What follows belongs to an exercise in optimizing a design on an open flow for small area; a production flow would make more cautious choices.
Where RTL was checked, it was by simulation tests only, not by an equivalence proof against the original.
For run 1, only the layout was checked, not whether the RTL still works.
Power and IR drop assume default switching activity.

<file path="flow/run.sh">
#!/bin/bash
# Standard layout, with two changes: ports are buffered with the
# smallest buffer, and the clock tree uses larger sink clusters and
# no dummy loads.  Make's output goes to flow_make.log.
set -euo pipefail
bash standard.sh \
  BUFFER_PORTS_ARGS="-buffer_cell sky130_fd_sc_hd__buf_2" \
  CTS_ARGS="-sink_clustering_enable -repair_clock_nets -sink_clustering_size 30 -sink_clustering_max_diameter 100 -buf_list {sky130_fd_sc_hd__clkbuf_8 sky130_fd_sc_hd__clkbuf_16} -dont_use_dummy_load" \
  finish > flow_make.log 2>&1
</file>
<file path="standard.sh">
#!/bin/bash
# synth_recipe.tcl (not shown) runs the flow's synth.tcl, then flattens the netlist and writes it again
# the make line also repeats each setting of config.mk as NAME=value (left out here)
make -C /OpenROAD-flow-scripts/flow DESIGN_CONFIG=/design/flow/config.mk WORK_HOME=/design/flow/orfs CLKGATE_MAP_FILE= SYNTH_SCRIPT=/design/flow/synth_recipe.tcl "${@:-finish}"
</file>
<file path="config.mk">
export PLATFORM = sky130hd
export DESIGN_NAME = mips_top
export DESIGN_NICKNAME = mips_top
export VERILOG_FILES = /design/flow/design.v
export SDC_FILE = /design/flow/constraint.sdc
export NUM_CORES = 4
export LEC_CHECK = 0
export CAP_MARGIN = 20
export CORE_MARGIN = 2
export CORE_UTILIZATION = 30
export PLACE_DENSITY = 0.5
export SLEW_MARGIN = 20
export SYNTH_HIERARCHICAL = 1
</file>
<file path="constraint.sdc">
create_clock -name core_clock -period 12.0 [get_ports {clock}]
set_input_delay 2.4000 -clock core_clock [delete_from_list [all_inputs] [get_ports {clock}]]
set_output_delay 2.4000 -clock core_clock [all_outputs]
set_load 0.01 [all_outputs]
</file>
<file path="design.v">
module mips_top (
		clock,
		reset,
		instr_data,
		me_ExtMemRdData,
		instr_addr,
		instr_en,
		me_ExtMemWrData,
		me_ExtMemAddr,
		me_ExtMemWrEn,
		me_ExtMemRdEn
	    );
input 		clock;
input		reset;
input  [31:0]	instr_data;
input  [31:0]	me_ExtMemRdData;
output [31:0]	instr_addr;
output		instr_en;
output		me_ExtMemWrEn;
output		me_ExtMemRdEn;
output [31:0]	me_ExtMemWrData;
output [31:0]	me_ExtMemAddr;
reg  [31:0]	PCReg;
reg		id_RegWriteSel;		 
reg		id_MemRd;		 
reg		id_MemWr;		 
reg  [31:0]	id_PC;			 
reg  [31:0]	id_OpA;			 
reg  [31:0]	id_OpB;			 
reg		id_LdA;			 
reg		id_LdB;			 
reg  [15:0]	id_Imm;
reg  [4:0]	id_RegDest;
reg  [1:0]	id_BSel;		 
reg		id_Sub;
reg		id_Right;
reg		id_SelSum, id_SelShL, id_SelShR, id_SelSlt;
reg  [3:0]	id_Lutn;		 
reg		ex_RegWriteSel;
reg		ex_MemRd;
reg		ex_MemWr;
reg  [31:0]	ex_ALUOut;
reg  [31:0]	ex_OpB;
reg  [4:0]	ex_RegDest;
reg		me_RegWriteSel;
reg		me_MemRegSel;
reg  [4:0]	me_RegDest;
reg  [31:0]	me_ByData;
reg  [31:0]	rf [0:31];
wire [1023:0]	rf_flat;
 genvar gf;
 generate
	for (gf = 0; gf < 32; gf = gf + 1) begin : rff
	    assign rf_flat[gf*32 +: 32] = rf[gf];
	end
 endgenerate
wire [31:0]	wd;
wire		wdRd = !reset && me_MemRegSel;
wire		wdBy = !reset && !me_MemRegSel;
 genvar gw;
 generate
	for (gw = 0; gw < 32; gw = gw + 1) begin : wdm
	    c_ao2 W (.a1(wdRd), .a2(me_ExtMemRdData[gw]), .b1(wdBy), .b2(me_ByData[gw]), .y(wd[gw]));
	end
 endgenerate
wire [31:0]	instr  = instr_data;
wire [5:0]	OpCode = instr[31:26];
wire [4:0]	RS     = instr[25:21];
wire [4:0]	RTraw  = instr[20:16];
wire [4:0]	RD     = instr[15:11];
wire [5:0]	Funct  = instr[5:0];
wire [15:0]	Imm    = instr[15:0];
wire		opR    = (OpCode == 6'h00);
wire		opJAL  = (OpCode == 6'h03);
wire		opJ    = (OpCode[5:1] == 5'b00001);
wire		opF    = (OpCode[5:2] == 4'b0100);
wire		opI    = !(opR || opJ || opF);
wire [4:0]	RT     = RTraw | {5{opJAL}};
wire		rt0    = (RTraw == 5'd0);
wire		opBEQ  = (OpCode == 6'h04);
wire		opBNE  = (OpCode == 6'h05);
wire		opBLEZ = (OpCode == 6'h06) && rt0;
wire		opBGTZ = (OpCode == 6'h07) && rt0;
wire		opB01  = (OpCode == 6'h01) && (RTraw[4:1] == 4'd0);
wire		JR     = opR && (Funct == 6'h08);
wire		BranchInstr = opBEQ || opBNE || opBLEZ || opBGTZ || opB01;
wire		RegDep = BranchInstr || JR;
wire		JBInstr = BranchInstr || opJ || JR;
wire		MemRd  = (OpCode == 6'h23) || (OpCode == 6'h24) || (OpCode == 6'h25);
wire		MemWr  = (OpCode == 6'h28) || (OpCode == 6'h29) || (OpCode == 6'h2B);
wire		RegWriteEn = !(MemWr || JBInstr) || opJAL;
wire [4:0]	RegDest = opR ? RD : RT;
wire		opZX   = (OpCode == 6'h0C) || (OpCode == 6'h0D);
wire		opLUI  = (OpCode == 6'h0F);
wire [1:0]	BSel   = !opI ? 2'd0 : opLUI ? 2'd3 : opZX ? 2'd2 : 2'd1;
wire		aADD = (opR && (Funct == 6'h20 || Funct == 6'h21))
		     || OpCode == 6'h08 || OpCode == 6'h09
		     || OpCode == 6'h23 || OpCode == 6'h2B;
wire		aSUB = opR && (Funct == 6'h22 || Funct == 6'h23);
wire		aAND = (opR && Funct == 6'h24) || OpCode == 6'h0C;
wire		aOR  = (opR && Funct == 6'h25) || OpCode == 6'h0D;
wire		aNOR = opR && Funct == 6'h27;
wire		aSLT = (opR && (Funct == 6'h2A || Funct == 6'h2B))
		     || OpCode == 6'h0A || OpCode == 6'h0B;
wire		aSLL = opR && Funct == 6'h00;
wire		aSRL = opR && Funct == 6'h02;
wire		selSum = aADD || aSUB;
wire		selShL = aSLL;
wire		selShR = aSRL;
wire		selSlt = aSLT;
wire		aPASS = !(aADD || aSUB || aAND || aOR || aNOR || aSLT || aSLL || aSRL);
wire [3:0]	lut  = aAND ? 4'b1000 : aOR ? 4'b1110 : aNOR ? 4'b0001
		     : aPASS ? 4'b1010 : 4'b0000;
wire		Sub  = aSUB || aSLT;
wire [31:0]	ALUOut;
wire [31:0]	PCp4;
wire		wbA = me_RegWriteSel && (me_RegDest == RS);
wire		wbB = me_RegWriteSel && (me_RegDest == RT);
wire		idA = id_RegWriteSel && ((id_RegDest == RS) || (!RegDep && id_RegDest == RegDest));
wire		exA = ex_RegWriteSel && (ex_RegDest == RS);
wire		idB = id_RegWriteSel && (id_RegDest == RT);
wire		exB = ex_RegWriteSel && (ex_RegDest == RT);
wire		sA_id = idA && !JR;
wire		sA_ex = !sA_id && exA && !ex_MemRd && !JR;
wire		sA_wb = !sA_id && !sA_ex && wbA;
wire		sA_rf = !sA_id && !sA_ex && !wbA;
wire		sB_id = idB;
wire		sB_ex = !idB && exB && !ex_MemRd;
wire		sB_pc = !sB_id && !sB_ex && opJAL;
wire		sB_wb = !sB_id && !sB_ex && !opJAL && wbB;
wire		sB_rf = !sB_id && !sB_ex && !opJAL && !wbB;
wire		LdA  = !idA && exA && ex_MemRd;
wire		LdB  = !idB && exB && ex_MemRd;
wire [35:0]	selA, selB;
 genvar g;
 generate
	for (g = 0; g < 32; g = g + 1) begin : dec
	    assign selA[g] = sA_rf && (RS == g);
	    assign selB[g] = sB_rf && (RT == g);
	end
 endgenerate
assign selA[35:32] = {1'b0, sA_ex, sA_id, sA_wb};
assign selB[35:32] = {sB_pc, sB_ex, sB_id, sB_wb};
wire [31:0]	FwdA, FwdB;
 rf_port portA (.rf(rf_flat), .wb(wd), .idv(ALUOut), .exv(ex_ALUOut), .xv(32'd0),
		.sel(selA), .out(FwdA));
 rf_port portB (.rf(rf_flat), .wb(wd), .idv(ALUOut), .exv(ex_ALUOut), .xv(PCp4),
		.sel(selB), .out(FwdB));
wire [31:0]	RFOutA = FwdA;
wire		eqAB = (FwdA == FwdB);
wire		zA   = (FwdA == 32'd0);
wire		Taken = (opBEQ && eqAB) || (opBNE && !eqAB)
		      || (opBGTZ && !zA) || (opBLEZ && zA);
wire		stall1 = id_MemRd && (id_RegDest == RS || id_RegDest == RT);
wire		stall2 = ex_MemRd && RegDep && (ex_RegDest == RS || ex_RegDest == RT);
wire		stall  = stall1 || stall2;
wire		sH = !reset && stall;
wire		sG = !reset && !stall;
wire		sB = sG && Taken;
wire		sJ = sG && opJ;
wire		sR = sG && JR;
wire		sP = sG && !Taken && !opJ && !JR;
wire [31:0]	PCNext;
 pcu PCU (.PC(PCReg), .idPC(id_PC), .jt(instr[25:0]), .FwdA(FwdA),
	  .sH(sH), .sB(sB), .sJ(sJ), .sR(sR), .sP(sP), .PCNext(PCNext), .PCp4(PCp4));
 always @(posedge clock)
	PCReg <= PCNext;
 always @(posedge clock)
	if (reset) begin
	    id_RegWriteSel <= 0;
	    id_MemRd       <= 0;
	    id_MemWr       <= 0;
	    id_PC          <= 32'd0;
	end else begin
	    id_RegWriteSel <= RegWriteEn && !stall;
	    id_MemRd       <= MemRd && !stall;
	    id_MemWr       <= MemWr && !stall;
	    id_PC          <= PCReg;
	end
 always @(posedge clock) begin
	id_OpA     <= FwdA;
	id_OpB     <= FwdB;
	id_LdA     <= LdA;
	id_LdB     <= LdB;
	id_Imm     <= Imm;
	id_RegDest <= RegDest;
	id_BSel    <= BSel;
	id_Sub     <= Sub;
	id_Right   <= aSRL;
	id_SelSum  <= selSum;
	id_SelShL  <= selShL;
	id_SelShR  <= selShR;
	id_SelSlt  <= selSlt;
	id_Lutn    <= ~lut;
 end
wire [31:0]	OpBp;
 alu ALU (.id_OpA(id_OpA), .id_OpB(id_OpB), .rd(me_ExtMemRdData), .LdA(id_LdA), .LdB(id_LdB),
	  .BSel(id_BSel), .Imm(id_Imm), .Sub(id_Sub), .Right(id_Right),
	  .selSum(id_SelSum), .selShL(id_SelShL), .selShR(id_SelShR), .selSlt(id_SelSlt),
	  .lutn(id_Lutn), .ALUOut(ALUOut), .OpBp(OpBp));
 always @(posedge clock)
	if (reset) begin
	    ex_RegWriteSel <= 0;
	    ex_MemRd       <= 0;
	    ex_MemWr       <= 0;
	end else begin
	    ex_RegWriteSel <= id_RegWriteSel;
	    ex_MemRd       <= id_MemRd;
	    ex_MemWr       <= id_MemWr;
	end
 always @(posedge clock) begin
	ex_ALUOut  <= ALUOut;
	ex_OpB     <= OpBp;
	ex_RegDest <= id_RegDest;
 end
 always @(posedge clock)
	if (reset)
	    me_RegWriteSel <= 0;
	else
	    me_RegWriteSel <= ex_RegWriteSel;
 always @(posedge clock) begin
	me_MemRegSel <= ex_MemRd;
	me_RegDest   <= ex_RegDest;
	me_ByData    <= ex_ALUOut;
 end
 generate
	for (g = 0; g < 32; g = g + 1) begin : rfw
	    always @(posedge clock)
		if (reset || (me_RegWriteSel && me_RegDest == g))
		    rf[g] <= wd;
	end
 endgenerate
assign instr_addr      = PCReg;
assign instr_en        = !stall;
assign me_ExtMemAddr   = ex_ALUOut;
assign me_ExtMemWrData = ex_OpB;
assign me_ExtMemWrEn   = ex_MemWr;
assign me_ExtMemRdEn   = ex_MemRd;
endmodule
module rf_port (rf, wb, idv, exv, xv, sel, out);
input  [1023:0]	rf;
input  [31:0]	wb, idv, exv, xv;
input  [35:0]	sel;
output [31:0]	out;
 genvar b, r;
 generate
	for (b = 0; b < 32; b = b + 1) begin : bt
	    wire [35:0] d;
	    for (r = 0; r < 32; r = r + 1) begin : row
		assign d[r] = rf[r*32 + b];
	    end
	    assign d[35:32] = {xv[b], exv[b], idv[b], wb[b]};
	    ao36 u (.d(d), .s(sel), .y(out[b]));
	end
 endgenerate
endmodule
module ao36 (d, s, y);
input  [35:0]	d;
input  [35:0]	s;
output		y;
wire   [11:0]	t;
 genvar k;
 generate
	for (k = 0; k < 12; k = k + 1) begin : g
	    aoi222 u (.a1(d[3*k]), .a2(s[3*k]), .b1(d[3*k+1]), .b2(s[3*k+1]),
		      .c1(d[3*k+2]), .c2(s[3*k+2]), .y(t[k]));
	end
 endgenerate
assign y = ~&t;
endmodule
module aoi222 (a1, a2, b1, b2, c1, c2, y);
input  a1, a2, b1, b2, c1, c2;
output y;
assign y = ~((a1 & a2) | (b1 & b2) | (c1 & c2));
endmodule
module alu (id_OpA, id_OpB, rd, LdA, LdB, BSel, Imm, Sub, Right,
	    selSum, selShL, selShR, selSlt, lutn, ALUOut, OpBp);
input  [31:0]	id_OpA, id_OpB, rd;
input		LdA, LdB;
input  [1:0]	BSel;
input  [15:0]	Imm;
input		Sub, Right, selSum, selShL, selShR, selSlt;
input  [3:0]	lutn;
output [31:0]	ALUOut, OpBp;
wire [31:0]	OpA, OpB, Sum, ShL;
wire		Less;
 opsel OPS (.id_OpA(id_OpA), .id_OpB(id_OpB), .rd(rd), .LdA(LdA), .LdB(LdB),
	    .BSel(BSel), .Imm(Imm), .OpA(OpA), .OpBp(OpBp), .OpB(OpB));
 adder ADD (.a(OpA), .b(OpB), .sub(Sub), .sum(Sum), .less(Less));
 shifter SH (.a(OpA), .right(Right), .sh(Imm[10:6]), .y(ShL));
 genvar i;
 generate
	for (i = 0; i < 32; i = i + 1) begin : rb
	    wire lgn, ao;
	    c_mx4 LG (.a0(lutn[0]), .a1(lutn[1]), .a2(lutn[2]), .a3(lutn[3]),
		      .s0(OpB[i]), .s1(OpA[i]), .y(lgn));
	    aoi222 AO (.a1(selSum), .a2(Sum[i]), .b1(selShL), .b2(ShL[i]),
		       .c1(selShR), .c2(ShL[31-i]), .y(ao));
	    if (i == 0) begin : b0
		wire sl;
		c_nd2 SL (.a(selSlt), .b(Less), .y(sl));
		c_nd3 O (.a(ao), .b(lgn), .c(sl), .y(ALUOut[i]));
	    end else begin : bn
		c_nd2 O (.a(ao), .b(lgn), .y(ALUOut[i]));
	    end
	end
 endgenerate
endmodule
module opsel (id_OpA, id_OpB, rd, LdA, LdB, BSel, Imm, OpA, OpBp, OpB);
input  [31:0]	id_OpA, id_OpB, rd;
input		LdA, LdB;
input  [1:0]	BSel;		 
input  [15:0]	Imm;
output [31:0]	OpA, OpBp, OpB;
wire		nLdA = !LdA;
wire		nLdB = !LdB;
wire		sR = (BSel == 2'd0);		 
wire		sI = (BSel == 2'd1) || (BSel == 2'd2);	 
wire		sS = (BSel == 2'd1) && Imm[15];	 
wire		sU = (BSel == 2'd3);		 
 genvar i;
 generate
	for (i = 0; i < 32; i = i + 1) begin : b
	    c_ao2 A (.a1(LdA), .a2(rd[i]), .b1(nLdA), .b2(id_OpA[i]), .y(OpA[i]));
	    c_ao2 B (.a1(LdB), .a2(rd[i]), .b1(nLdB), .b2(id_OpB[i]), .y(OpBp[i]));
	    if (i < 16) begin : lo
		c_ao2 S (.a1(sR), .a2(OpBp[i]), .b1(sI), .b2(Imm[i]), .y(OpB[i]));
	    end else begin : hi
		c_ao3 S (.a1(sR), .a2(OpBp[i]), .b1(sU), .b2(Imm[i-16]), .c1(sS), .c2(1'b1), .y(OpB[i]));
	    end
	end
 endgenerate
endmodule
module c_ao2 (a1, a2, b1, b2, y);
input a1, a2, b1, b2; output y;
assign y = (a1 & a2) | (b1 & b2);
endmodule
module adder (a, b, sub, sum, less);
input  [31:0]	a, b;
input		sub;
output [31:0]	sum;
output		less;
wire   [33:0]	t = {1'b0, a, 1'b1} + {1'b0, b ^ {32{sub}}, sub};
assign sum  = t[32:1];
assign less = !t[33];
endmodule
module shifter (a, right, sh, y);
input  [31:0]	a;
input		right;
input  [4:0]	sh;
output [31:0]	y;
wire   [31:0]	l0, l1, l2, l3, l4, l5;
wire		sh1n, sh3n;
 c_inv I1 (.a(sh[1]), .y(sh1n));
 c_inv I3 (.a(sh[3]), .y(sh3n));
 genvar i;
 generate
	for (i = 0; i < 32; i = i + 1) begin : s
	    c_mx2i R (.a0(a[i]), .a1(a[31-i]), .s(right), .y(l0[i]));
	    if (i >= 1) begin : m1 c_mx2i M (.a0(l0[i]), .a1(l0[i-1]), .s(sh[0]), .y(l1[i])); end
	    else        begin : z1 c_nr2  Z (.a(l0[i]), .b(sh[0]), .y(l1[i])); end
	    if (i >= 2) begin : m2 c_mx2i M (.a0(l1[i]), .a1(l1[i-2]), .s(sh[1]), .y(l2[i])); end
	    else        begin : z2 c_nd2  Z (.a(l1[i]), .b(sh1n), .y(l2[i])); end
	    if (i >= 4) begin : m3 c_mx2i M (.a0(l2[i]), .a1(l2[i-4]), .s(sh[2]), .y(l3[i])); end
	    else        begin : z3 c_nr2  Z (.a(l2[i]), .b(sh[2]), .y(l3[i])); end
	    if (i >= 8) begin : m4 c_mx2i M (.a0(l3[i]), .a1(l3[i-8]), .s(sh[3]), .y(l4[i])); end
	    else        begin : z4 c_nd2  Z (.a(l3[i]), .b(sh3n), .y(l4[i])); end
	    if (i >= 16) begin : m5 c_mx2i M (.a0(l4[i]), .a1(l4[i-16]), .s(sh[4]), .y(l5[i])); end
	    else         begin : z5 c_nr2  Z (.a(l4[i]), .b(sh[4]), .y(l5[i])); end
	end
 endgenerate
assign y = l5;
endmodule
module c_inv (a, y);
input a; output y;
assign y = ~a;
endmodule
module c_nd2 (a, b, y);
input a, b; output y;
assign y = ~(a & b);
endmodule
module c_nr2 (a, b, y);
input a, b; output y;
assign y = ~(a | b);
endmodule
module c_nd3 (a, b, c, y);
input a, b, c; output y;
assign y = ~(a & b & c);
endmodule
module c_mx2i (a0, a1, s, y);
input a0, a1, s; output y;
assign y = ~(s ? a1 : a0);
endmodule
module c_mx4 (a0, a1, a2, a3, s0, s1, y);
input a0, a1, a2, a3, s0, s1; output y;
assign y = s1 ? (s0 ? a3 : a2) : (s0 ? a1 : a0);
endmodule
module pcu (PC, idPC, jt, FwdA, sH, sB, sJ, sR, sP, PCNext, PCp4);
input  [31:0]	PC, idPC, FwdA;
input  [25:0]	jt;		 
input		sH, sB, sJ, sR, sP;
output [31:0]	PCNext, PCp4;
wire [31:0]	inc_c;
assign PCp4[1:0] = PC[1:0];
 c_inv PI (.a(PC[2]), .y(PCp4[2]));
assign inc_c[3] = PC[2];
 genvar i;
 generate
	for (i = 3; i < 32; i = i + 1) begin : pinc
	    if (i < 31) begin : h
		c_ha H (.a(PC[i]), .b(inc_c[i]), .s(PCp4[i]), .c(inc_c[i+1]));
	    end else begin : x
		c_xr2 X (.a(PC[i]), .b(inc_c[i]), .y(PCp4[i]));
	    end
	end
 endgenerate
wire [18:2]	bc;
wire [17:2]	BA;
 c_xn2 B2S (.a(idPC[2]), .b(jt[0]), .y(BA[2]));
 c_or2 B2C (.a(idPC[2]), .b(jt[0]), .y(bc[3]));
 generate
	for (i = 3; i < 18; i = i + 1) begin : badd
	    c_fa F (.a(idPC[i]), .b(jt[i-2]), .ci(bc[i]), .s(BA[i]), .co(bc[i+1]));
	end
 endgenerate
wire [31:18]	U = idPC[31:18];
wire [31:18]	Ui, Ud;
wire [32:18]	ic, nb;		 
 c_inv UI (.a(U[18]), .y(Ui[18]));
 c_inv UD (.a(U[18]), .y(Ud[18]));
assign ic[19] = U[18];
assign nb[19] = U[18];
 generate
	for (i = 19; i < 32; i = i + 1) begin : ud
	    c_ha H (.a(U[i]), .b(ic[i]), .s(Ui[i]), .c(ic[i+1]));
	    c_xn2 D (.a(U[i]), .b(nb[i]), .y(Ud[i]));
	    c_or2 DB (.a(U[i]), .b(nb[i]), .y(nb[i+1]));
	end
 endgenerate
wire		s  = jt[15];
wire		c18 = bc[18];
wire		sBU = sB && (s == c18);
wire		sBI = sB && !s && c18;
wire		sBD = sB && s && !c18;
wire		sHP = sH || sP;
wire		sBUJ = sBU || sJ;
 generate
	for (i = 0; i < 32; i = i + 1) begin : nx
	    if (i < 2) begin : lo
		c_ao3 A (.a1(sHP), .a2(PC[i]), .b1(sB), .b2(idPC[i]), .c1(sR), .c2(FwdA[i]),
			 .y(PCNext[i]));
	    end else if (i < 18) begin : ba
		c_ao5 A (.a1(sH), .a2(PC[i]), .b1(sB), .b2(BA[i]), .c1(sJ), .c2(jt[i-2]),
			 .d1(sR), .d2(FwdA[i]), .e1(sP), .e2(PCp4[i]), .y(PCNext[i]));
	    end else if (i < 28) begin : up
		c_ao7 A (.a1(sH), .a2(PC[i]), .b1(sBU), .b2(U[i]), .c1(sBI), .c2(Ui[i]),
			 .d1(sBD), .d2(Ud[i]), .e1(sJ), .e2(jt[i-2]),
			 .f1(sR), .f2(FwdA[i]), .g1(sP), .g2(PCp4[i]), .y(PCNext[i]));
	    end else begin : hi
		c_ao6 A (.a1(sH), .a2(PC[i]), .b1(sBUJ), .b2(U[i]), .c1(sBI), .c2(Ui[i]),
			 .d1(sBD), .d2(Ud[i]), .e1(sR), .e2(FwdA[i]), .f1(sP), .f2(PCp4[i]),
			 .y(PCNext[i]));
	    end
	end
 endgenerate
endmodule
module c_ha (a, b, s, c);
input a, b; output s, c;
assign s = a ^ b;
assign c = a & b;
endmodule
module c_fa (a, b, ci, s, co);
input a, b, ci; output s, co;
assign s  = a ^ b ^ ci;
assign co = (a & b) | (ci & (a ^ b));
endmodule
module c_xr2 (a, b, y);
input a, b; output y;
assign y = a ^ b;
endmodule
module c_xn2 (a, b, y);
input a, b; output y;
assign y = ~(a ^ b);
endmodule
module c_or2 (a, b, y);
input a, b; output y;
assign y = a | b;
endmodule
module c_ao3 (a1, a2, b1, b2, c1, c2, y);
input a1, a2, b1, b2, c1, c2; output y;
assign y = (a1 & a2) | (b1 & b2) | (c1 & c2);
endmodule
module c_ao5 (a1, a2, b1, b2, c1, c2, d1, d2, e1, e2, y);
input a1, a2, b1, b2, c1, c2, d1, d2, e1, e2; output y;
assign y = (a1 & a2) | (b1 & b2) | (c1 & c2) | (d1 & d2) | (e1 & e2);
endmodule
module c_ao6 (a1, a2, b1, b2, c1, c2, d1, d2, e1, e2, f1, f2, y);
input a1, a2, b1, b2, c1, c2, d1, d2, e1, e2, f1, f2; output y;
assign y = (a1 & a2) | (b1 & b2) | (c1 & c2) | (d1 & d2) | (e1 & e2) | (f1 & f2);
endmodule
module c_ao7 (a1, a2, b1, b2, c1, c2, d1, d2, e1, e2, f1, f2, g1, g2, y);
input a1, a2, b1, b2, c1, c2, d1, d2, e1, e2, f1, f2, g1, g2; output y;
assign y = (a1 & a2) | (b1 & b2) | (c1 & c2) | (d1 & d2) | (e1 & e2) | (f1 & f2) | (g1 & g2);
endmodule
</file>
==> qor.csv, run 1 <==
stage,metric,value,unit
detailed_routing,Routed Antenna Nets,0,
setup_path,Bufs and invs on worst path,1,
detailed_routing,vias,45090,
timing,FMAX,92.44,MHz
clocking,CTS root buffer,clkbuf_16,
hold_path,hold_sp,ex_ALUOut[25]$_DFF_P_,
hold_path,min-delay worst type,flip-flop to flip-flop,
detailed_routing,vias per cell,6.746,
synth,"Primary FF master, synth",edfxtp_1,
timing,Final TNS setup,0,ns
synth,Mapped Area,56850,um^2
synth,post-synthesis cell type count,83,
setup_path,crit end category,flip-flop,
placed_design,Port Buffers,164,
power,Internal,0.006665,W
synth,"flops & latches, synth",1300,
detailed_routing,DR WL/cell,38.26,um
global_routing,largest net degree at the start of global routing,65,
power,Sw Share,30.58,%
clocking,CTS hold repair buffers,0,
synth,Area contributors post-synth,"edfxtp_1, a222oi_1, dfxtp_1",
cells_and_area,Layout area overhead,12.86,%
global_routing,total track usage,25.40,%
global_routing,global-route wire length before repair,347400,um
global_routing,initial antenna violation count,24,
synth,Yosys warning count,8,
setup_path,Critical Path Fanout Max,14,
setup_path,WP data arrival,11.44,ns
hold_path,Hold Path Stages,0,
clocking,clock slew at reported path FFs,0.12,ns
flow_run,max cap viols,0,
power,Comb power frac,18.4,%
detailed_routing,1st-iter DRT viols,11690,
timing,Tcrit/Tclk final,90.15,%
setup_path,reg-to-reg startpoint,PCReg[3]$_DFF_P_,
synth,"Seq/Total Area, Yosys",63.81,%
detailed_routing,DRC errors left,0,
placed_design,DP HPWL,171700,um
cells_and_area,nets@finish,4334,
power,Clk pwr share,22.7,%
setup_path,CP required,12.62,ns
setup_path,Crit. Startpoint,PCReg[3]$_DFF_P_,
die,core region area,188000,um^2
timing,Setup Viol. Count Final,0,
synth,share of the synthesized area in the top cell type,54.09,%
synth,Mapped Cells,3773,
setup_path,critical path type,flip-flop to flip-flop,
clocking,CTS Buf Count,53,
synth,"EDFF count, synth",1024,
detailed_routing,Routed WL,255800,um
setup_path,Crit Reg-Reg Endpoint,PCReg[24]$_DFF_P_,
cells_and_area,Util after Layout,34.12,%
setup_path,crit path launch type,flip-flop,
power,Max VDD drop,0.0001214,V
synth,leading area contributor after synthesis,edfxtp_1,
status,status,"complete, no violations",
setup_path,cell mode on critical path,ha_1,
timing,Worst Tran Pin Value,1.174,ns
power,Switch Pwr,0.002935,W
clocking,CTS tree,done,
timing,Tmin final,10.82,ns
clocking,worst skew pair latency,0.74,ns
synth,share of synthesized registers carrying an async set or reset,0,%
timing,Fin Clk Skew,0.1067,ns
cells_and_area,share of post-route cells with drive strength above 1,13.46,%
timing,RSZ-0062 raised after global routing,false,
setup_path,reg2reg setup slack,1.18,ns
clocking,clk sinks,1300,
power,static leakage,22.52,nW
setup_path,crit-path leading delay family,adder cells,
die,Starting Density,30.24,%
timing,final slew viol count,0,
clocking,Post-CTS Setup Bufs,0,
setup_path,CP max-delay cell,nor2_1,
setup_path,crit-path max cell delay,0.82,ns
hold_path,Hold Path End,me_ByData[25]$_DFF_P_,
die,DIE AREA,193000,um^2
placed_design,Routability Congestion,0.9434,
die,row cnt,159,
cells_and_area,"commonest non-fill, non-tap cell in the layout",edfxtp_1,
die,die height,439.3,um
clocking,H-tree levels,2,
timing,Slew Limit Headroom,21.74,%
cells_and_area,most frequent cells in the layout,"edfxtp_1, a222oi_1, dfxtp_1",
global_routing,grt total ovfl,0,
clocking,Clock Path Buffers,3,
power,PwrDens,149.6,nW/um^2
setup_path,worst reg-to-reg path cell count,43,
global_routing,vias in the first global route,41980,
clocking,CTS resizes,0,
timing,Fin. Hold Viols,0,
die,Die X,439.3,um
power,Reg power frac,58.8,%
die,io pins,165,
synth,Syn Area/Cell,15.07,um^2
detailed_routing,Pre-antenna DRT Iters,17,
modules after synthesis (local to each module, per instance), excerpt:
module,flops+latches,cells inside,copies in the design,area [um^2]
aoi222,0,1,800,10.01
c_xr2,0,1,1,8.758
c_fa,0,1,15,20.02
ao36,0,4,64,25.02
c_ao2,0,1,112,8.758
c_ao5,0,3,16,21.27
c_nd3,0,1,1,5.005
c_ao3,0,2,18,13.76
adder,0,299,1,2084
mips_top,1300,1802,1,39430
c_ao7,0,4,10,30.03
c_mx4,0,1,32,22.52
c_ao6,0,4,4,27.53
opsel,0,9,1,62.56
c_nr2,0,1,21,3.754
final cells by class:
type,count,area (um^2)
clock buffers,53,1326
well taps,2495,3122
repair buffers,334,2100
flip-flops and latches,1300,36280
diodes,14,35.03
inverters,47,176.4
fillers,18300,123800
multi-input cells,2441,21110
cell usage after synthesis (all sizes together), types with 29 or more instances:
| master | n |
|---|---|
| nor2b | 46 |
| dfxtp | 276 |
| nand4 | 214 |
| nand3 | 38 |
| inv | 46 |
| a22oi | 49 |
| or3 | 67 |
| xnor2 | 73 |
| mux2i | 162 |
| a222oi | 844 |
| a22o | 114 |
| a21oi | 52 |
| ha | 76 |
| nand2 | 112 |
| nor3 | 29 |
| xor2 | 58 |
| mux4 | 32 |
| clkbuf | 42 |
| nor4 | 46 |
| edfxtp | 1024 |
| nor2 | 103 |
kinds of logic after synthesis:
family | after synthesis | synth area share (%)
other | 2 | 0.01321
DFF | 1300 | 63.81
and+or+nand+nor | 731 | 7.186
adders and majority gates | 91 | 2.201
AOI/OAI and AO/OA | 1214 | 19.80
xor gates and xnor gates | 131 | 2.018
muxes | 194 | 4.120
buffers and inverters | 110 | 0.8496
worst max path at each step:
stage                             end  slack (ns)  cells past startpoint
finish              PCReg[24]$_DFF_P_        1.18                     43
global route        PCReg[24]$_DFF_P_        0.97                     23
CTS                 PCReg[25]$_DFF_P_        1.40                     43
detailed placement  PCReg[24]$_DFF_P_        0.94                     23
global placement    PCReg[23]$_DFF_P_        0.98                     23
floorplan            PCReg[0]$_DFF_P_        1.09                     23
power by group through the flow:
stage	Combinational (W)	Sequential, W	Clock (W)
3_5_place_dp	0.00171	0.00574	0
6_report	0.00177	0.00565	0.00218
4_1_cts	0.00172	0.00564	0.00221
5_1_grt	0.00183	0.00569	0.00234
2_1_floorplan	0.000884	0.00566	0
3_3_place_gp	0.00171	0.00573	0
per-stage QoR:
step                      cell area, um^2  setup WS [ns]  hold slack, ns  total power [W]  instances
after global routing                64120         0.9673          0.3857         0.009851       6672
after CTS                           64120          1.400          0.3841         0.009559       6670
final                               64150          1.182          0.3765         0.009600       6684
after floorplan                     57140          1.092          0.3290         0.006545       3851
after detailed placement            62790         0.9359          0.3732         0.007451       6617
after global placement              62790         0.9766          0.3725         0.007445       6617
metal layers:
layer | up-vias | part of all wire (%) | track usage (%)
li1 | 18110 | - | -
met1 | 23000 | 38 | 33.63
met3 | 482 | 12 | 5.414
met5 | - | 0.029 | 0
met2 | 3482 | 44 | 39.66
met4 | 12 | 5.8 | 11.86
registers in the layout (all words and copies together) (netlist names), 2 cells and up:
name and count:
rf 1024, PCReg 32, ex_ALUOut 32, ex_OpB 32, id_OpA 32, id_OpB 32
id_PC 32, me_ByData 32, id_Imm 16, ex_RegDest 5, id_RegDest 5, me_RegDest 5
id_Lutn 4, id_BSel 2
==> inputs of run 2 (changes only) <==
--- a/design.v
+++ b/design.v
@@ -140,9 +140,9 @@
 	end
  endgenerate
-assign selA[35:32] = {1'b0, sA_ex, sA_id, sA_wb};
+assign selA[35:32] = {1'b0, sA_ex, sA_id, sA_wb};	 
 assign selB[35:32] = {sB_pc, sB_ex, sB_id, sB_wb};
 wire [31:0]	FwdA, FwdB;
- rf_port portA (.rf(rf_flat), .wb(wd), .idv(ALUOut), .exv(ex_ALUOut), .xv(32'd0),
-		.sel(selA), .out(FwdA));
+ rf_port35 portA (.rf(rf_flat), .wb(wd), .idv(ALUOut), .exv(ex_ALUOut),
+		.sel(selA[34:0]), .out(FwdA));
  rf_port portB (.rf(rf_flat), .wb(wd), .idv(ALUOut), .exv(ex_ALUOut), .xv(PCp4),
 		.sel(selB), .out(FwdB));
@@ -255,4 +255,36 @@
  endgenerate
 endmodule
+module rf_port35 (rf, wb, idv, exv, sel, out);
+input  [1023:0]	rf;
+input  [31:0]	wb, idv, exv;
+input  [34:0]	sel;
+output [31:0]	out;
+ genvar b, r;
+ generate
+	for (b = 0; b < 32; b = b + 1) begin : bt
+	    wire [34:0] d;
+	    for (r = 0; r < 32; r = r + 1) begin : row
+		assign d[r] = rf[r*32 + b];
+	    end
+	    assign d[34:32] = {exv[b], idv[b], wb[b]};
+	    ao35 u (.d(d), .s(sel), .y(out[b]));
+	end
+ endgenerate
+endmodule
+module ao35 (d, s, y);
+input  [34:0]	d;
+input  [34:0]	s;
+output		y;
+wire   [11:0]	t;
+ genvar k;
+ generate
+	for (k = 0; k < 11; k = k + 1) begin : g
+	    aoi222 u (.a1(d[3*k]), .a2(s[3*k]), .b1(d[3*k+1]), .b2(s[3*k+1]),
+		      .c1(d[3*k+2]), .c2(s[3*k+2]), .y(t[k]));
+	end
+ endgenerate
+assign t[11] = ~((d[33] & s[33]) | (d[34] & s[34]));
+assign y = ~&t;
+endmodule
 module ao36 (d, s, y);
 input  [35:0]	d;
@@ -317,5 +349,5 @@
 wire		sR = (BSel == 2'd0);		 
 wire		sI = (BSel == 2'd1) || (BSel == 2'd2);	 
-wire		sS = (BSel == 2'd1) && Imm[15];	 
+wire		sS = (BSel == 2'd1);		 
 wire		sU = (BSel == 2'd3);		 
  genvar i;
@@ -327,5 +359,5 @@
 		c_ao2 S (.a1(sR), .a2(OpBp[i]), .b1(sI), .b2(Imm[i]), .y(OpB[i]));
 	    end else begin : hi
-		c_ao3 S (.a1(sR), .a2(OpBp[i]), .b1(sU), .b2(Imm[i-16]), .c1(sS), .c2(1'b1), .y(OpB[i]));
+		c_ao3 S (.a1(sR), .a2(OpBp[i]), .b1(sU), .b2(Imm[i-16]), .c1(sS), .c2(Imm[15]), .y(OpB[i]));
 	    end
 	end
==> flow/run.sh (replaced) <==
#!/bin/bash
# Standard layout (the standard.sh) with two changes: the ports are
# buffered with the smallest buffer, and the clock tree uses larger sink
# clusters and no dummy loads.  Make's full output goes to flow_make.log;
# each ORFS step also keeps its own log under orfs/logs.
set -euo pipefail
bash standard.sh \
  BUFFER_PORTS_ARGS="-buffer_cell sky130_fd_sc_hd__buf_1" \
  CTS_ARGS="-sink_clustering_enable -repair_clock_nets -sink_clustering_size 20 -sink_clustering_max_diameter 80 -buf_list {sky130_fd_sc_hd__clkbuf_8 sky130_fd_sc_hd__clkbuf_16} -dont_use_dummy_load" \
  finish > flow_make.log 2>&1
--- a/config.mk
+++ b/config.mk
@@ -8,6 +8,6 @@
 export CAP_MARGIN = 20
 export CORE_MARGIN = 2
-export CORE_UTILIZATION = 30
-export PLACE_DENSITY = 0.5
+export CORE_UTILIZATION = 38
+export PLACE_DENSITY = 0.6
 export SLEW_MARGIN = 20
 export SYNTH_HIERARCHICAL = 1
==> run 2 against run 1 <==
Net effect:
- global-route usage rose by 4.6 points
- worst hold slack improved by 0.018 ns
- die area decreased by 21%
- area after synthesis barely moved
- largest cell class unchanged
- total power up 5.2%
- sequential share of layout area rose by 0.48 points
- combinational power hardly changed
- register-to-register slack better by 0.59 ns
- sequential cell count unchanged
- largest power group unchanged
- clock power is 21% higher
==> qor.csv, run 2 <==
stage,metric,value,unit,change
setup_path,crit-path max cell delay,0.76,ns,was 0.82 ns
cells_and_area,share of post-route cells with drive strength above 1,11.11,%,was 13.46%
setup_path,crit path launch type,flip-flop,,unchanged
setup_path,crit-path leading delay family,adder cells,,unchanged
clocking,Post-CTS Setup Bufs,0,,unchanged
placed_design,Routability Congestion,1.055,,was 0.9434
clocking,CTS resizes,0,,unchanged
timing,Tmin final,10.23,ns,was 10.82 ns
timing,Setup Viol. Count Final,0,,unchanged
timing,Final TNS setup,0,ns,unchanged
die,row cnt,141,,was 159
cells_and_area,Layout area overhead,12.01,%,was 12.86%
synth,commonest cells in the netlist,"edfxtp_1, a222oi_1, dfxtp_1, nand4_1, mux2i_1",,unchanged
timing,Fin. Hold Viols,0,,unchanged
die,core region area,148000,um^2,was 188000 um^2
synth,Mapped Area,56790,um^2,was 56850 um^2
global_routing,grt total ovfl,0,,unchanged
synth,top-count cell post-synth,edfxtp_1,,unchanged
detailed_routing,DR WL/cell,39.13,um,was 38.26 um
timing,Worst Tran Pin Value,1.044,ns,was 1.174 ns
detailed_routing,vias,45280,,was 45090
flow_run,max cap viols,0,,unchanged
placed_design,Post-Place Cells,6002,,was 6617
synth,"Primary FF master, synth",edfxtp_1,,unchanged
synth,post-synthesis cell type count,82,,was 83
die,die height,390.6,um,was 439.3 um
clocking,clk sinks,1300,,unchanged
detailed_routing,Routed Antenna Nets,0,,unchanged
global_routing,total track usage,30.04,%,was 25.40%
synth,Area contributors post-synth,"edfxtp_1, a222oi_1, dfxtp_1",,unchanged
placed_design,Place WS,1.700,ns,was 0.9359 ns
setup_path,CP max-delay cell,nor2_1,,unchanged
clocking,CTS tree,done,,unchanged
detailed_routing,Routed WL,238100,um,was 255800 um
detailed_routing,1st-iter DRT viols,11880,,was 11690
clocking,H-tree levels,3,,was 2
die,io pins,165,,unchanged
cells_and_area,Largest Register,rf,,unchanged
setup_path,critical path type,flip-flop to flip-flop,,unchanged
timing,FMAX,97.76,MHz,was 92.44 MHz
synth,Yosys warning count,8,,unchanged
detailed_routing,Pre-antenna DRT Iters,14,,was 17
cells_and_area,cell area after layout,63610,um^2,was 64150 um^2
setup_path,CP required,12.59,ns,was 12.62 ns
synth,share of synthesized registers carrying an async set or reset,0,%,unchanged
cells_and_area,max reg flops,1024,,unchanged
synth,leading area contributor after synthesis,edfxtp_1,,unchanged
clocking,CTS root buffer,clkbuf_16,,unchanged
setup_path,crit end category,flip-flop,,unchanged
timing,RSZ-0062 raised after global routing,false,,unchanged
synth,"flops & latches, synth",1300,,unchanged
clocking,CTS hold repair buffers,0,,unchanged
detailed_routing,DRC errors left,0,,unchanged
placed_design,DP HPWL,170100,um,was 171700 um
timing,final slew viol count,0,,unchanged
clocking,clock slew at reported path FFs,0.09,ns,was 0.12 ns
synth,"Seq/Total Area, Yosys",63.87,%,was 63.81%
hold_path,min-delay worst type,flip-flop to flip-flop,,unchanged
cells_and_area,nets@finish,4310,,was 4334
die,Die X,390.6,um,was 439.3 um
detailed_routing,vias per cell,7.443,,was 6.746
global_routing,vias in the first global route,42050,,was 41980
global_routing,largest net degree at the start of global routing,51,,was 65
timing,worst hold slack,0.3944,ns,was 0.3765 ns
die,DIE AREA,152600,um^2,was 193000 um^2
setup_path,cell mode on critical path,ha_1,,unchanged
synth,Syn Area/Cell,15.06,um^2,was 15.07 um^2
cells_and_area,final non-filler cell total,6084,,was 6684
clocking,Clock Path Buffers,3,,unchanged
power,static leakage,22.29,nW,was 22.52 nW
placed_design,Port Buffers,164,,unchanged
synth,Mapped Cells,3770,,was 3773
timing,Slew Limit Headroom,30.41,%,was 21.74%
power,Max VDD drop,0.0001022,V,was 0.0001214 V
setup_path,WP data arrival,10.82,ns,was 11.44 ns
cells_and_area,"commonest non-fill, non-tap cell in the layout",edfxtp_1,,unchanged
global_routing,global-route wire length before repair,327800,um,was 347400 um
global_routing,initial antenna violation count,14,,was 24
status,status,"complete, no violations",,unchanged
timing,Fin Clk Skew,0.08709,ns,was 0.1067 ns
die,Starting Density,38.37,%,was 30.24%
clocking,worst skew pair latency,0.74,ns,about the same
timing,Tcrit/Tclk final,85.24,%,was 90.15%
synth,"EDFF count, synth",1024,,unchanged
clocking,CTS Buf Count,79,,was 53
placed_design,Area after DPL,61600,um^2,was 62790 um^2
cells_and_area,most frequent cells in the layout,"edfxtp_1, a222oi_1, dfxtp_1",,unchanged
setup_path,Critical Path Fanout Max,22,,was 14
synth,share of the synthesized area in the top cell type,54.14,%,was 54.09%
power,PwrDens,158.7,nW/um^2,was 149.6 nW/um^2
timing,smallest setup slack after layout,1.771,ns,was 1.182 ns
setup_path,Bufs and invs on worst path,1,,unchanged
[run 2: cell families after synthesis]
kind of cell | Yosys count | synth area share [%]
adder cells (fa/ha/maj) | 91 | 2.203
buffers and inverters | 110 | 0.8504
flip-flops | 1300 | 63.87
multiplexers | 194 | 4.124
AND/OR/NAND/NOR | 730 | 7.182
AO/OA/AOI/OAI | 1214 | 19.75
XOR/XNOR | 131 | 2.020
[run 2: Yosys stat by module, one instance, submodules excluded, a selection]
module | copies in the design | cells | area (um^2)
c_ao5 | 16 | 3 | 21.27
c_inv | 5 | 1 | 3.754
c_nd2 | 42 | 1 | 3.754
aoi222 | 768 | 1 | 10.01
c_ao3 | 18 | 2 | 13.76
c_mx4 | 32 | 1 | 22.52
c_nr2 | 21 | 1 | 3.754
pcu | 1 | 9 | 61.31
[run 2: cell type report]
class / instances / area [um^2]
diodes: 3 / 7.507
clock buffers: 79 / 1977
fillers: 13240 / 84400
inverters: 47 / 176.4
multi-input cells: 2360 / 20600
flip-flops and latches: 1300 / 36280
well taps: 1930 / 2415
repair buffers: 365 / 2155
[run 2: report_power, final]
group / total (W) / internal, W / switching [W]
clock: 0.00263 / 0.00117 / 0.00146
combinational: 0.00178 / 0.000513 / 0.00127
sequential: 0.00569 / 0.00540 / 0.000286
[run 2: path summary, 6_finish.rpt]
kind                          from                     to  slack (ns)  depth (start not counted)
min reg2reg  ex_ALUOut[30]$_DFF_P_  me_ByData[30]$_DFF_P_        0.39                          0
min          ex_ALUOut[30]$_DFF_P_  me_ByData[30]$_DFF_P_        0.39                          0
max reg2reg       PCReg[2]$_DFF_P_      PCReg[23]$_DFF_P_        1.77                         44
max               PCReg[2]$_DFF_P_      PCReg[23]$_DFF_P_        1.77                         44
[run 2: stage by stage]
step           utilization [%]  total power [W]
2_1_floorplan                -         0.006624
3_3_place_gp             41.62         0.007453
3_5_place_dp             41.62         0.007471
4_1_cts                  42.95          0.01001
5_1_grt                  42.97          0.01033
6_report                 42.98          0.01009
[run 2: per-layer routing]
layer  global-route usage [%]  up-vias  share of wire, %
met3                    8.410      599                14
met5                        0        -             0.031
li1                         -    18070                 -
met1                    37.98    22800                35
met4                    16.00       12               6.2
met2                    46.77     3812                45
==> inputs of run 3 (changes only) <==
--- a/config.mk
+++ b/config.mk
@@ -8,6 +8,6 @@
 export CAP_MARGIN = 20
 export CORE_MARGIN = 2
-export CORE_UTILIZATION = 38
-export PLACE_DENSITY = 0.6
+export CORE_UTILIZATION = 30
+export PLACE_DENSITY = 0.5
 export SLEW_MARGIN = 20
 export SYNTH_HIERARCHICAL = 1
==> run 3 against run 2 <==
Net effect:
- maximum frequency is 4.0% lower
- still clean on timing, DRC and antenna
- critical path type is now input port to flip-flop
- clock power increased by 6%
- core utilization is 8.7 points lower
- setup slack got worse by 0.43 ns
- highest routed layer unchanged
- cell area increased by 1.2%
- sequential share of layout area fell by 0.70 points
- register-to-register slack lost 0.40 ns
- global-route usage shrank 3.6 points
- sequential power barely moved
- die area increased by 26%
- largest cell class unchanged
==> qor.csv, run 3 <==
stage,metric,value,unit,change
synth,"Seq/Total Area, Yosys",63.87,%,unchanged
setup_path,Bufs and invs on worst path,3,,was 1
setup_path,crit-path max cell delay,0.71,ns,was 0.76 ns
clocking,Post-CTS Setup Bufs,0,,unchanged
die,Die X,439.1,um,was 390.6 um
power,Max VDD drop,0.0001120,V,was 0.0001022 V
clocking,CTS Buf Count,86,,was 79
die,core region area,188000,um^2,was 148000 um^2
die,io pins,165,,unchanged
detailed_routing,vias,45760,,was 45280
global_routing,global-route wire length before repair,358100,um,was 327800 um
setup_path,crit-path leading delay family,compound AO/OA/AOI/OAI gates,,was adder cells
setup_path,worst reg-to-reg path cell count,43,,was 44
cells_and_area,Largest Register,rf,,unchanged
synth,"flops & latches, synth",1300,,unchanged
timing,RSZ-0062 raised after global routing,false,,unchanged
detailed_routing,DRC errors left,0,,unchanged
setup_path,Critical Path Fanout Max,31,,was 22
setup_path,CP required,12.56,ns,was 12.59 ns
power,static leakage,22.23,nW,was 22.29 nW
global_routing,grt total ovfl,0,,unchanged
clocking,clk sinks,1300,,unchanged
die,die height,439.1,um,was 390.6 um
timing,smallest setup slack after layout,1.342,ns,was 1.771 ns
clocking,CTS root buffer,clkbuf_16,,unchanged
cells_and_area,nets@finish,4291,,was 4310
status,status,"complete, no violations",,unchanged
synth,top-count cell post-synth,edfxtp_1,,unchanged
setup_path,reg-to-reg startpoint,PCReg[2]$_DFF_P_,,unchanged
placed_design,DP HPWL,180200,um,was 170100 um
detailed_routing,Routed Antenna Nets,0,,unchanged
die,Starting Density,30.21,%,was 38.37%
die,DIE AREA,192800,um^2,was 152600 um^2
timing,worst hold slack,0.4106,ns,was 0.3944 ns
clocking,CTS hold repair buffers,0,,unchanged
synth,leading area contributor after synthesis,edfxtp_1,,unchanged
synth,Syn Area/Cell,15.06,um^2,unchanged
timing,final slew viol count,0,,unchanged
hold_path,Hold Path End,me_ByData[4]$_DFF_P_,,was me_ByData[30]$_DFF_P_
timing,Setup Viol. Count Final,0,,unchanged
placed_design,Routability Congestion,0.9994,,was 1.055
setup_path,Crit Reg-Reg Endpoint,PCReg[1]$_DFF_P_,,was PCReg[23]$_DFF_P_
setup_path,cell mode on critical path,a222oi_1,,was ha_1
cells_and_area,max reg flops,1024,,unchanged
timing,Final TNS setup,0,ns,unchanged
die,row cnt,159,,was 141
clocking,worst skew pair latency,0.72,ns,was 0.74 ns
synth,Mapped Area,56790,um^2,unchanged
synth,share of the synthesized area in the top cell type,54.14,%,unchanged
detailed_routing,Pre-antenna DRT Iters,14,,unchanged
detailed_routing,DR WL/cell,40.04,um,was 39.13 um
hold_path,min-delay worst type,flip-flop to flip-flop,,unchanged
clocking,CTS tree,done,,unchanged
synth,"Primary FF master, synth",edfxtp_1,,unchanged
setup_path,WP data arrival,11.22,ns,was 10.82 ns
synth,Yosys warning count,8,,unchanged
timing,Fin Clk Skew,0.07661,ns,was 0.08709 ns
synth,post-synthesis cell type count,82,,unchanged
timing,Tcrit/Tclk final,88.81,%,was 85.24%
placed_design,Place WS,1.122,ns,was 1.700 ns
global_routing,vias in the first global route,42220,,was 42050
clocking,H-tree levels,3,,unchanged
cells_and_area,share of post-route cells with drive strength above 1,10.87,%,was 11.11%
detailed_routing,vias per cell,6.896,,was 7.443
clocking,clock slew at reported path FFs,0.09,ns,about the same
cells_and_area,Layout area overhead,13.40,%,was 12.01%
synth,Area contributors post-synth,"edfxtp_1, a222oi_1, dfxtp_1",,unchanged
setup_path,CP max-delay cell,xnor2_1,,was nor2_1
flow_run,max cap viols,0,,unchanged
setup_path,crit end category,flip-flop,,unchanged
placed_design,Port Buffers,164,,unchanged
global_routing,total track usage,26.41,%,was 30.04%
cells_and_area,"commonest non-fill, non-tap cell in the layout",edfxtp_1,,unchanged
setup_path,reg2reg setup slack,1.37,ns,was 1.77 ns
clocking,CTS resizes,0,,unchanged
detailed_routing,1st-iter DRT viols,12140,,was 11880
global_routing,initial antenna violation count,14,,unchanged
detailed_routing,Routed WL,265700,um,was 238100 um
setup_path,crit path launch type,input port,,was flip-flop
cells_and_area,most frequent cells in the layout,"edfxtp_1, a222oi_1, dfxtp_1",,unchanged
setup_path,critical path type,input port to flip-flop,,was flip-flop to flip-flop
timing,Tmin final,10.66,ns,was 10.23 ns
hold_path,Hold Path Stages,0,,unchanged
synth,Mapped Cells,3770,,unchanged
cells_and_area,filler instances,18190,,was 13240
synth,"EDFF count, synth",1024,,unchanged
hold_path,hold_sp,ex_ALUOut[4]$_DFF_P_,,was ex_ALUOut[30]$_DFF_P_
timing,Slew Limit Headroom,12.56,%,was 30.41%
timing,Fin. Hold Viols,0,,unchanged
synth,share of synthesized registers carrying an async set or reset,0,%,unchanged
timing,FMAX,93.83,MHz,was 97.76 MHz
power,PwrDens,160.0,nW/um^2,was 158.7 nW/um^2
clocking,Clock Path Buffers,3,,unchanged
global_routing,largest net degree at the start of global routing,46,,was 51
timing,Worst Tran Pin Value,1.312,ns,was 1.044 ns
synth,commonest cells in the netlist,"edfxtp_1, a222oi_1, dfxtp_1, nand4_1, mux2i_1",,unchanged
[run 3: per-module statistics from Yosys, one instance, submodules excluded, excerpt]
module	flops+latches	area, um^2	copies in the design
ao36	0	25.02	32
c_ao5	0	21.27	16
opsel	0	52.55	1
c_ha	0	12.51	41
c_ao3	0	13.76	18
mips_top	1300	39430	1
c_ao2	0	8.758	112
adder	0	2084	1
c_or2	0	6.256	13
c_nr2	0	3.754	21
aoi222	0	10.01	768
c_inv	0	3.754	5
c_xn2	0	8.758	14
c_ao6	0	27.53	4
[run 3: area by class of cell]
cell class,instances,area (um^2),share of cell area (%)
clock buffer,86,2152,3.342
inverter,47,176.4,0.2739
timing repair buffer,339,1984,3.081
multi-input combinational,2360,20660,32.09
tap,2495,3122,4.847
antenna,9,22.52,0.03497
sequential,1300,36280,56.33
[run 3: report_power, final]
part	switching [W]	internal, W
sequential	0.000286	0.00540
combinational	0.00134	0.000506
clock	0.00151	0.00127
total	0.00313	0.00718
[run 3: worst max-delay path by stage]
stage / start / endpoint / slack, ns / cells past startpoint
floorplan: instr_data[31] / PCReg[0]$_DFF_P_ / 1.08 / 23
global placement: me_ExtMemRdData[4] / PCReg[1]$_DFF_P_ / 0.97 / 27
global route: PCReg[3]$_DFF_P_ / PCReg[1]$_DFF_P_ / 1.11 / 43
finish: me_ExtMemRdData[2] / PCReg[1]$_DFF_P_ / 1.34 / 28
CTS: PCReg[2]$_DFF_P_ / PCReg[1]$_DFF_P_ / 1.56 / 43
detailed placement: me_ExtMemRdData[2] / PCReg[1]$_DFF_P_ / 1.12 / 27
[run 3: worst reg2reg max path: cells and delay by family, from the launching register on]
kind	cells	cell delay, ns
AND/OR/NAND/NOR	8	2.51
XOR/XNOR	2	0.60
flip-flops	1	0.40
AO/OA/AOI/OAI	3	1.00
buffers and inverters	2	0.35
adder cells (fa/ha/maj)	28	5.65
[run 3: metrics by stage]
stage	cells	util (%)	total power [W]	cell area [um^2]
floorplan	3770	-	0.006624	56790
global placement	6537	33.07	0.007535	62180
CTS	6623	34.22	0.01025	64330
finish	6636	34.26	0.01031	64400
detailed placement	6537	33.08	0.007545	62180
global route	6630	34.25	0.01057	64390
[run 3: cell families (layout without fill, tap and decap cells)]
family	after synthesis	after routing	share of synthesized area, %
mux	194	194	4.124
simple gates	730	730	7.182
compound gates	1214	1214	19.75
fa+ha+maj	91	91	2.203
buf+inv	110	472	0.8504
other cells	0	9	0
xor+xnor	131	131	2.020
flops	1300	1300	63.87
[run 3: layer usage]
layer	routed length, um	part of all wire, %	GRT usage (%)	vias up
li1	-	-	-	18060
met1	98350	37	33.79	23720
met2	121500	46	42.21	3498
met3	33550	13	7.255	474
met4	12290	4.6	10.48	8
met5	56	0.021	0.5459	-
==> inputs of run 4 (changes only) <==
--- a/design.v
+++ b/design.v
@@ -125,9 +125,10 @@
 wire		sA_wb = !sA_id && !sA_ex && wbA;
 wire		sA_rf = !sA_id && !sA_ex && !wbA;
-wire		sB_id = idB;
-wire		sB_ex = !idB && exB && !ex_MemRd;
+wire		op67 = (OpCode[5:1] == 5'b00011);
+wire		sB_id = idB && !op67;
+wire		sB_ex = !idB && exB && !ex_MemRd && !op67;
 wire		sB_pc = !sB_id && !sB_ex && opJAL;
-wire		sB_wb = !sB_id && !sB_ex && !opJAL && wbB;
-wire		sB_rf = !sB_id && !sB_ex && !opJAL && !wbB;
+wire		sB_wb = !sB_id && !sB_ex && !opJAL && wbB && !op67;
+wire		sB_rf = !sB_id && !sB_ex && !opJAL && !wbB && !op67;
 wire		LdA  = !idA && exA && ex_MemRd;
 wire		LdB  = !idB && exB && ex_MemRd;
@@ -149,7 +150,5 @@
 wire [31:0]	RFOutA = FwdA;
 wire		eqAB = (FwdA == FwdB);
-wire		zA   = (FwdA == 32'd0);
-wire		Taken = (opBEQ && eqAB) || (opBNE && !eqAB)
-		      || (opBGTZ && !zA) || (opBLEZ && zA);
+wire		Taken = ((opBEQ || opBLEZ) && eqAB) || ((opBNE || opBGTZ) && !eqAB);
 wire		stall1 = id_MemRd && (id_RegDest == RS || id_RegDest == RT);
 wire		stall2 = ex_MemRd && RegDep && (ex_RegDest == RS || ex_RegDest == RT);
@@ -373,7 +372,26 @@
 output [31:0]	sum;
 output		less;
-wire   [33:0]	t = {1'b0, a, 1'b1} + {1'b0, b ^ {32{sub}}, sub};
-assign sum  = t[32:1];
-assign less = !t[33];
+wire [31:0] bb = b ^ {32{sub}};
+wire [32:0] g0, p0;
+assign g0[0] = sub; assign p0[0] = 1'b0;
+assign g0[32:1] = a & bb; assign p0[32:1] = a ^ bb;
+reg [32:0] G, P; integer l, i;
+always @* begin
+  G = g0; P = p0;
+  for (l = 1; l < 33; l = l * 2) begin
+    for (i = 2*l - 1; i < 33; i = i + 2*l) begin
+      G[i] = G[i] | (P[i] & G[i-l]);
+      P[i] = P[i] & P[i-l];
+    end
+  end
+  for (l = 16; l >= 1; l = l / 2) begin
+    for (i = 3*l - 1; i < 33; i = i + 2*l) begin
+      G[i] = G[i] | (P[i] & G[i-l]);
+      P[i] = P[i] & P[i-l];
+    end
+  end
+end
+assign sum = p0[32:1] ^ G[31:0];
+assign less = !G[32];
 endmodule
 module shifter (a, right, sh, y);
@@ -434,11 +452,14 @@
 output [31:0]	PCNext, PCp4;
 wire [31:0]	inc_c;
+wire [31:17]	hi1;
 assign PCp4[1:0] = PC[1:0];
  c_inv PI (.a(PC[2]), .y(PCp4[2]));
 assign inc_c[3] = PC[2];
+ c_inv HI (.a(PC[17]), .y(hi1[17]));
+assign inc_c[18] = PC[17];
  genvar i;
  generate
-	for (i = 3; i < 32; i = i + 1) begin : pinc
-	    if (i < 31) begin : h
+	for (i = 3; i < 17; i = i + 1) begin : pinc
+	    if (i < 16) begin : h
 		c_ha H (.a(PC[i]), .b(inc_c[i]), .s(PCp4[i]), .c(inc_c[i+1]));
 	    end else begin : x
@@ -446,4 +467,18 @@
 	    end
 	end
+	for (i = 18; i < 32; i = i + 1) begin : hinc
+	    if (i < 31) begin : h
+		c_ha H (.a(PC[i]), .b(inc_c[i]), .s(hi1[i]), .c(inc_c[i+1]));
+	    end else begin : x
+		c_xr2 X (.a(PC[i]), .b(inc_c[i]), .y(hi1[i]));
+	    end
+	end
+ endgenerate
+wire		lo1 = &PC[16:2];
+wire		nlo1 = !lo1;
+ generate
+	for (i = 17; i < 32; i = i + 1) begin : hsel
+	    c_ao2 M (.a1(lo1), .a2(hi1[i]), .b1(nlo1), .b2(PC[i]), .y(PCp4[i]));
+	end
  endgenerate
 wire [18:2]	bc;
--- a/flow/run.sh
+++ b/flow/run.sh
@@ -7,4 +7,4 @@
 bash standard.sh \
   BUFFER_PORTS_ARGS="-buffer_cell sky130_fd_sc_hd__buf_1" \
-  CTS_ARGS="-sink_clustering_enable -repair_clock_nets -sink_clustering_size 20 -sink_clustering_max_diameter 80 -buf_list {sky130_fd_sc_hd__clkbuf_8 sky130_fd_sc_hd__clkbuf_16} -dont_use_dummy_load" \
+  CTS_ARGS="-sink_clustering_enable -repair_clock_nets -sink_clustering_size 26 -sink_clustering_max_diameter 90 -buf_list {sky130_fd_sc_hd__clkbuf_8 sky130_fd_sc_hd__clkbuf_16} -dont_use_dummy_load" \
   finish > flow_make.log 2>&1
--- a/config.mk
+++ b/config.mk
@@ -8,6 +8,6 @@
 export CAP_MARGIN = 20
 export CORE_MARGIN = 2
-export CORE_UTILIZATION = 30
-export PLACE_DENSITY = 0.5
+export CORE_UTILIZATION = 34
+export PLACE_DENSITY = 0.55
 export SLEW_MARGIN = 20
 export SYNTH_HIERARCHICAL = 1
==> run 4 against run 3 <==
Net effect:
- combinational power down 16%
- sequential share of layout area up 1.3 points
- clock-buffer cell count down 27
- clock power down 18%
- global-route usage up 1.8 points
- synthesized cell count down 1.9%
- total power down 7.9%
- area after synthesis down 0.55%
- worst hold slack worse by 0.029 ns
- critical path type unchanged
- largest cell class unchanged
- first-iteration DRC count up 0.71%
- still clean on timing, DRC and antenna
- sequential power down 0.7%
- critical endpoint is now PCReg[19]$_DFF_P_
- via count down 1.2%
==> qor.csv, run 4 <==
stage,metric,value,unit,change
timing,Tmin final,10.99,ns,was 10.66 ns
global_routing,largest net degree at the start of global routing,55,,was 46
detailed_routing,Routed WL,250300,um,was 265700 um
power,PwrDens,150.7,nW/um^2,was 160.0 nW/um^2
detailed_routing,DRC errors left,0,,unchanged
synth,share of synthesized registers carrying an async set or reset,0,%,unchanged
die,Die X,411.6,um,was 439.1 um
timing,smallest setup slack after layout,1.012,ns,was 1.342 ns
cells_and_area,Largest Register,rf,,unchanged
setup_path,CP required,12.64,ns,was 12.56 ns
setup_path,reg2reg setup slack,2.76,ns,was 1.37 ns
die,io pins,165,,unchanged
clocking,CTS root buffer,clkbuf_16,,unchanged
detailed_routing,Pre-antenna DRT Iters,31,,was 14
setup_path,Critical Path Fanout Max,26,,was 31
die,die height,411.6,um,was 439.1 um
timing,Worst Tran Pin Value,1.153,ns,was 1.312 ns
synth,"EDFF count, synth",1024,,unchanged
placed_design,Port Buffers,164,,unchanged
global_routing,grt total ovfl,0,,unchanged
synth,post-synthesis cell type count,84,,was 82
timing,Fin Clk Skew,0.07375,ns,was 0.07661 ns
detailed_routing,Routed Antenna Nets,0,,unchanged
global_routing,global-route wire length before repair,340400,um,was 358100 um
cells_and_area,cell area after layout,63000,um^2,was 64400 um^2
die,row cnt,149,,was 159
detailed_routing,vias,45200,,was 45760
clocking,worst skew pair latency,0.73,ns,was 0.72 ns
synth,Mapped Cells,3700,,was 3770
placed_design,Area after DPL,61460,um^2,was 62180 um^2
power,Reg power frac,59.5,%,was 55.2%
synth,Mapped Area,56480,um^2,was 56790 um^2
setup_path,Crit Reg-Reg Endpoint,PCReg[19]$_DFF_P_,,was PCReg[1]$_DFF_P_
setup_path,crit end category,flip-flop,,unchanged
clocking,CTS hold repair buffers,0,,unchanged
power,Switch Pwr,0.002804,W,was 0.003132 W
synth,Yosys warning count,9,,was 8
flow_run,max cap viols,0,,unchanged
die,core region area,165000,um^2,was 188000 um^2
setup_path,critical path type,input port to flip-flop,,unchanged
clocking,Clock Path Buffers,3,,unchanged
power,total power,0.009494,W,was 0.01031 W
detailed_routing,1st-iter DRT viols,12220,,was 12140
synth,"flops & latches, synth",1300,,unchanged
synth,leading area contributor after synthesis,edfxtp_1,,unchanged
cells_and_area,max reg flops,1024,,unchanged
synth,"Primary FF master, synth",edfxtp_1,,unchanged
clocking,clock slew at reported path FFs,0.10,ns,was 0.09 ns
synth,commonest cells in the netlist,"edfxtp_1, a222oi_1, dfxtp_1, nand4_1, mux2i_1",,unchanged
timing,Slew Limit Headroom,23.12,%,was 12.56%
die,Starting Density,34.23,%,was 30.21%
clocking,CTS Buf Count,59,,was 86
placed_design,DP HPWL,165600,um,was 180200 um
power,Sw Share,29.54,%,was 30.38%
power,Internal,0.006690,W,was 0.007175 W
hold_path,hold_sp,id_RegDest[2]$_DFF_P_,,was ex_ALUOut[4]$_DFF_P_
cells_and_area,"commonest non-fill, non-tap cell in the layout",edfxtp_1,,unchanged
synth,Syn Area/Cell,15.26,um^2,was 15.06 um^2
cells_and_area,most frequent cells in the layout,"edfxtp_1, a222oi_1, dfxtp_1",,unchanged
die,DIE AREA,169400,um^2,was 192800 um^2
setup_path,worst reg-to-reg path cell count,31,,was 43
synth,Area contributors post-synth,"edfxtp_1, a222oi_1, dfxtp_1",,unchanged
setup_path,reg-to-reg startpoint,id_BSel[0]$_SDFF_PP0_,,was PCReg[2]$_DFF_P_
detailed_routing,DR WL/cell,40.06,um,was 40.04 um
power,Comb power frac,16.3,%,was 17.9%
cells_and_area,nets@finish,4221,,was 4291
global_routing,vias in the first global route,41330,,was 42220
hold_path,min-delay worst type,flip-flop to flip-flop,,unchanged
global_routing,total track usage,28.25,%,was 26.41%
placed_design,Place WS,0.8206,ns,was 1.122 ns
cells_and_area,Layout area overhead,11.53,%,was 13.40%
timing,FMAX,91.01,MHz,was 93.83 MHz
hold_path,Hold Path Stages,0,,unchanged
clocking,CTS tree,done,,unchanged
timing,Final TNS setup,0,ns,unchanged
cells_and_area,share of post-route cells with drive strength above 1,10.25,%,was 10.87%
timing,Fin. Hold Viols,0,,unchanged
synth,share of the synthesized area in the top cell type,54.44,%,was 54.14%
clocking,Post-CTS Setup Bufs,0,,unchanged
synth,"Seq/Total Area, Yosys",64.23,%,was 63.87%
timing,Tcrit/Tclk final,91.56,%,was 88.81%
setup_path,crit path launch type,input port,,unchanged
timing,RSZ-0062 raised after global routing,false,,unchanged
timing,final slew viol count,0,,unchanged
clocking,H-tree levels,2,,was 3
timing,Setup Viol. Count Final,0,,unchanged
setup_path,WP data arrival,11.63,ns,was 11.22 ns
power,Max VDD drop,0.0001223,V,was 0.0001120 V
detailed_routing,vias per cell,7.235,,was 6.896
clocking,CTS resizes,0,,unchanged
power,static leakage,22.01,nW,was 22.23 nW
placed_design,Routability Congestion,1.002,,was 0.9994
global_routing,initial antenna violation count,20,,was 14
status,status,"complete, no violations",,unchanged
power,Clk pwr share,24.1,%,was 26.9%
synth,top-count cell post-synth,edfxtp_1,,unchanged
clocking,clk sinks,1300,,unchanged
hold_path,Hold Path End,ex_RegDest[2]$_DFF_P_,,was me_ByData[4]$_DFF_P_
[run 4: changes by cell type in the layout (fill, tap and decap cells not counted), moves of 16 or more]
cell | previous run | this run
xnor2_1 | 73 | 29
xor2_1 | 58 | 91
clkbuf_16 | 86 | 59
nor3_2 | 6 | 33
a22o_1 | 127 | 147
inv_1 | 46 | 66
a21oi_1 | 50 | 33
fa_1 | 15 | 31
nor4_2 | 26 | 10
o21ai_0 | 27 | 11
o21bai_4 | 16 | 0
[run 4: worst max-delay path by stage]
stage / to / cells after the start / start / slack, ns
finish: PCReg[19]$_DFF_P_ / 23 / instr_data[31] / 1.01
global route: PCReg[24]$_DFF_P_ / 24 / instr_data[31] / 1.13
CTS: PCReg[19]$_DFF_P_ / 23 / instr_data[31] / 1.53
detailed placement: PCReg[18]$_DFF_P_ / 23 / instr_data[31] / 0.82
global placement: PCReg[24]$_DFF_P_ / 23 / instr_data[31] / 0.83
floorplan: PCReg[18]$_DFF_P_ / 23 / instr_data[31] / 1.58
[run 4: kinds of logic after synthesis]
kind of cell | after synthesis | share of synthesized area (%)
AO/OA/AOI/OAI | 1148 | 19.06
XOR/XNOR | 120 | 1.861
adder cells (fa/ha/maj) | 103 | 2.694
buffers and inverters | 120 | 1.010
flip-flops | 1300 | 64.23
multiplexers | 196 | 4.194
AND/OR/NAND/NOR | 713 | 6.954
[run 4: layout make-up]
type / instances / area, um^2
Antenna cell: 8 / 20.02
Clock buffer: 59 / 1476
Fill cell: 15550 / 102000
Inverter: 67 / 251.5
Multi-Input combinational cell: 2280 / 20250
Sequential cell: 1300 / 36280
Tap cell: 2189 / 2739
Timing Repair Buffer: 344 / 1976
[run 4: metal layers]
metal	track usage [%]	vias up	wire (um)
met5	0	-	55
li1	-	17660	-
met4	10.68	8	11850
met1	37.44	23130	91340
met3	7.740	525	35670
met2	44.03	3881	111400
[run 4: stage by stage]
stage,instances,hold slack (ns),utilization [%]
floorplan,3700,0.3290,-
global placement,6174,0.3745,37.22
detailed placement,6176,0.3753,37.25
CTS,6235,0.3882,38.15
global route,6240,0.3923,38.17
finish,6247,0.3812,38.18
[run 4: worst max-delay path, stage by stage]
cell and delay (ns):
buf_1 0.22, nor4_4 0.99, nand2_2 0.38, nor4_2 0.74
a21oi_1 0.22, nor2_1 0.62, o21ai_2 0.43, nor4_2 1.02
buf_4 0.55, a222oi_1 0.20, nand4_1 0.33, or4_1 0.44
xor2_1 0.28, nor4_1 0.51, nand4_1 0.37, nor2_1 0.27
buf_4 0.15, xnor2_1 0.08, nor4_2 0.29, buf_4 0.37
and2_1 0.46, a222oi_1 0.14, nand3_1 0.09
[run 4: modules after synthesis (local to each module, per instance), excerpt]
module / flops+latches / times used
c_nr2: 0 / 21
c_mx2i: 0 / 161
c_ao6: 0 / 4
mips_top: 1300 / 1
ao35: 0 / 32
ao36: 0 / 32
opsel: 0 / 1
pcu: 0 / 1
[run 4: power by group through the flow]
stage	Clock (W)	Combinational [W]	Sequential, W
6_report	0.00229	0.00155	0.00565
5_1_grt	0.00243	0.00160	0.00569
4_1_cts	0.00230	0.00150	0.00564
3_5_place_dp	0	0.00149	0.00574
3_3_place_gp	0	0.00148	0.00572
2_1_floorplan	0	0.000779	0.00568

Check on run 4: ideal ports give 1.012 ns setup slack; a clkbuf_16 on the clock port and buf_2 on the inputs give 1.064 ns; moving port delays by the midpoint clock arrival (0.772 ns) as well gives 0.292 ns.
